Context: an optimization exercise on an open-source flow, tuned for small area. The choices shown serve that exercise and are no tape-out recipe.
Only simulation tests tie the RTL to the original design; equivalence was not proved.
Power figures rest on the tool's default switching activity, not on a simulated workload.

==> flow/design.v <==
module ALU (
input             clk               ,   
input             rst_n             ,   
input             dcd_req           ,   
input      [3:0]  dcd_opcode        ,   
input      [11:0] dcd_mem_addr      ,   
input      [2:0]  dcd_src_reg_1_addr,   
input      [2:0]  dcd_src_reg_2_addr,   
input      [2:0]  dcd_dst_reg_addr  ,   
input      [15:0] dcd_const         ,   
output reg        dcd_ack           ,   
input      [31:0] data_mem_rd_data  ,   
output reg        data_mem_cen      ,   
output            data_mem_rw       ,   
output     [11:0] data_mem_addr     ,   
output     [31:0] data_mem_rw_data  ,   
input      [15:0] reg_0_rd_data     ,   
input             reg_0_ack         ,   
output reg        reg_0_req         ,   
output            reg_0_rw          ,   
output reg [2:0]  reg_0_addr        ,   
input      [15:0] reg_1_rd_data     ,   
input             reg_1_ack         ,   
output reg        reg_1_req         ,   
output reg        reg_1_rw          ,   
output     [2:0]  reg_1_addr        ,   
output reg [15:0] reg_1_wr_data     ,   
output reg        pc_jump_req       ,   
output     [11:0] pc_jump_addr          
);
wire [3:0] op = dcd_opcode;
wire op_alu = op[2];                               
reg  dcd_req_delay;                                
reg  cen_delay;                                    
wire alu_start = dcd_req & ~dcd_req_delay;         
assign data_mem_addr    = dcd_mem_addr;
assign pc_jump_addr     = dcd_mem_addr;
assign data_mem_rw      = ~op[1];
assign data_mem_rw_data = {16'h0000, reg_1_wr_data};    
assign reg_0_rw         = 1'b1;
assign reg_1_addr       = reg_1_rw ? dcd_src_reg_2_addr : dcd_dst_reg_addr;
wire eq = (dcd_const == reg_0_rd_data);
wire        sub = op[0] & ~op[1];
wire [15:0] a   = reg_0_rd_data;
wire [15:0] b   = reg_1_rd_data ^ {16{sub}};
wire [16:0] c;           
wire [15:0] s0;          
wire [15:0] s;
genvar i;
generate for (i = 0; i < 16; i = i + 1) begin : g_add
  wire ci = (i == 0) ? sub : (i == 6 || i == 11) ? 1'b0 : c[i];
  assign s0[i]  = a[i] ^ b[i] ^ ci;
  assign c[i+1] = (a[i] & b[i]) | (a[i] & ci) | (b[i] & ci);
end endgenerate
assign s[5:0] = s0[5:0];
wire c6 = c[6];
wire [4:0] t1;
assign t1[0] = 1'b1;
generate for (i = 1; i < 5; i = i + 1) begin : g_t1
  assign t1[i] = t1[i-1] & s0[6+i-1];
end endgenerate
generate for (i = 0; i < 5; i = i + 1) begin : g_s1
  assign s[6+i] = s0[6+i] ^ (c6 & t1[i]);
end endgenerate
wire c11 = c[11] | (c6 & t1[4] & s0[10]);
wire [4:0] t2;
assign t2[0] = 1'b1;
generate for (i = 1; i < 5; i = i + 1) begin : g_t2
  assign t2[i] = t2[i-1] & s0[11+i-1];
end endgenerate
generate for (i = 0; i < 5; i = i + 1) begin : g_s2
  assign s[11+i] = s0[11+i] ^ (c11 & t2[i]);
end endgenerate
wire [15:0] logic_res = (a & reg_1_rd_data) | ({16{op[0]}} & (a | reg_1_rd_data));    
wire [15:0] alu_res   = op[1] ? logic_res : s;
always @(posedge clk or negedge rst_n)
if (~rst_n) begin
  dcd_req_delay <= 1'b0;
  cen_delay     <= 1'b0;
  data_mem_cen  <= 1'b0;
  reg_0_req     <= 1'b0;
  reg_1_req     <= 1'b0;
  reg_1_rw      <= 1'b0;
  pc_jump_req   <= 1'b0;
  dcd_ack       <= 1'b0;
end else begin
  dcd_req_delay <= dcd_req;
  cen_delay     <= data_mem_cen;
  data_mem_cen  <= (alu_start & ~op[3] & ~op[2] & ~(op[1] ^ op[0]))
                 | (reg_0_ack & ~op[2] & op[1] & ~op[0]);
  reg_0_req     <= ~reg_0_ack & (reg_0_req | (alu_start & (op[2] | (op[1] & ~op[0]) | (op[3] & op[0]))));
  reg_1_req     <= reg_1_ack ? reg_1_rw
                 : (reg_1_req | (alu_start & (op[2] | (~op[3] & ~op[1] & op[0]))) | (cen_delay & ~op[1]));
  reg_1_rw      <= alu_start ? op_alu : (reg_1_rw & ~reg_1_ack);
  pc_jump_req   <= (alu_start & op[3] & ~op[0]) | (reg_0_ack & op[3] & op[0] & eq);
  dcd_ack       <= (~reg_1_rw & reg_1_ack) | (op[1] & data_mem_cen)
                 | (alu_start & op[3] & ~op[0]) | (reg_0_ack & op[3] & op[0]);
end
always @(posedge clk)
  reg_0_addr <= dcd_src_reg_1_addr;
wire sel_alu  = reg_1_rw;
wire sel_hold = op[2] & ~reg_1_rw;
wire sel_c    = ~op[2] & op[0];
wire sel_m    = ~op[2] & ~op[1] & ~op[0];
wire sel_r    = ~op[2] & op[1] & ~op[0];
always @(posedge clk)
  reg_1_wr_data <= ({16{sel_alu}}  & alu_res)
                 | ({16{sel_hold}} & reg_1_wr_data)
                 | ({16{sel_c}}    & dcd_const)
                 | ({16{sel_m}}    & data_mem_rd_data[15:0])
                 | ({16{sel_r}}    & reg_0_rd_data);
endmodule  
export LEC_CHECK = 0
export CAP_MARGIN = 0
export CORE_MARGIN = 2
export CORE_UTILIZATION = 40
export SLEW_MARGIN = 0
create_clock -name core_clock -period 5.0 [get_ports {clk}]
standard.sh (not shown) runs the stock make flow with config.mk's settings and CLKGATE_MAP_FILE= SYNTH_SCRIPT=/design/flow/synth_recipe.tcl, a recipe that flattens the netlist after the stock synthesis.
==> flow/flow/run.sh <==
#!/bin/bash
# Standard ORFS layout, with the smallest buffer (buf_1) used for the port buffers.
set -euo pipefail
export BUFFER_PORTS_ARGS="-buffer_cell sky130_fd_sc_hd__buf_1"
bash standard.sh > standard_flow.log 2>&1
The starting point ran to the end with no violations.
==> next run, changes <==
==> flow/flow/run.sh (replaced) <==
#!/bin/bash
# Standard ORFS layout with two changes: the smallest buffer (buf_1) for the
# port buffers, and an area-oriented ABC mapping script for synthesis.
set -euo pipefail
cp -r "$FLOW_HOME/scripts" ./orfs_scripts
cp flow/abc.script ./orfs_scripts/abc_speed.script
export SCRIPTS_DIR="$PWD/orfs_scripts"
export BUFFER_PORTS_ARGS="-buffer_cell sky130_fd_sc_hd__buf_1"
bash standard.sh > standard_flow.log 2>&1
==> flow/flow/abc.script (new file) <==
&get -n
&st
&dch
&nf
&st
&syn2
&if -g -K 6
&synch2
&nf
&st
&dch -f
&nf -R 1000
&st
&dch -f
&nf -R 1000
&put
- CAP_MARGIN: 0 -> 20
- SLEW_MARGIN: 0 -> 20
Hold slack is better by 0.041 ns.
Combinational power decreases by a few percent.
Count of clock-buffer cells in the layout is higher by 1.
Worst setup slack got worse by 0.078 ns.
Fmax decreases slightly.
Final area shrinks by a few percent.
==> next run, changes <==
==> flow/flow/run.sh (replaced) <==
#!/bin/bash
# Standard ORFS layout, with the smallest buffer (buf_1) used for the port buffers.
set -euo pipefail
export BUFFER_PORTS_ARGS="-buffer_cell sky130_fd_sc_hd__buf_1"
bash standard.sh > standard_flow.log 2>&1
removed: flow/flow/abc.script
Worst setup slack improved by 0.078 ns.
Power came out higher by 2.5%.
Clock power stays flat.
Worst hold slack got worse by 0.041 ns.
Global-route usage came out lower by 0.67 points.
Non-clock buffer count came out lower by 4.
==> next run, changes <==
--- a/flow/flow/run.sh
+++ b/flow/flow/run.sh
@@ -3,3 +3,5 @@
 set -euo pipefail
 export BUFFER_PORTS_ARGS="-buffer_cell sky130_fd_sc_hd__buf_1"
+export REMOVE_ABC_BUFFERS=1
+export GPL_TIMING_DRIVEN=0
 bash standard.sh > standard_flow.log 2>&1
Effect: Routed wire length goes up by 4.5%; core utilization rises by 0.31 points; total power barely changes; setup slack gets worse by 0.11 ns; clock power barely changes; die area does not change; via count fell by about 0.4%; combinational power is about the same; register-to-register slack gains 0.04 ns; clock-buffer cell count is unchanged; sequential cell count stays the same.

## port drivers added, routing unchanged
How much do the figures lean on ideal ports? The routed layouts below were timed once more, with nothing changed but the port constraints. Step 1 (the two cells are an assumption about what drives the block):
set clk [get_ports {clk}]
set_driving_cell -lib_cell sky130_fd_sc_hd__clkbuf_16 $clk
set_driving_cell -lib_cell sky130_fd_sc_hd__buf_2 [delete_from_list [all_inputs] $clk]
Step 2 also shifts input and output timing later by t, the mid clock arrival at the registers, as if the neighbouring blocks saw the same clock. a / b / c = no drivers / after step 1 / after step 2; a / b = the first two.
run | shift t [ns] | setup slack, ns | slew at the worst register clock pin (ns) | cell pins on the clock port's net
the first run | 0.303 | 0.412 / 0.415 / 0.112 | 0.11 / 0.11 | 1
the second run | 0.309 | 0.334 / 0.341 / 0.032 | 0.11 / 0.11 | 1
the third run | 0.303 | 0.412 / 0.415 / 0.112 | 0.11 / 0.11 | 1
the fourth run | 0.307 | 0.297 / 0.257 / -0.050 | 0.11 / 0.11 | 1
Met with ideal ports but missed after step 2: setup timing in the fourth run. For the fourth run, which loses most, drivers alone change the setup slack by -0.040 ns; drivers and shift together by -0.347 ns.
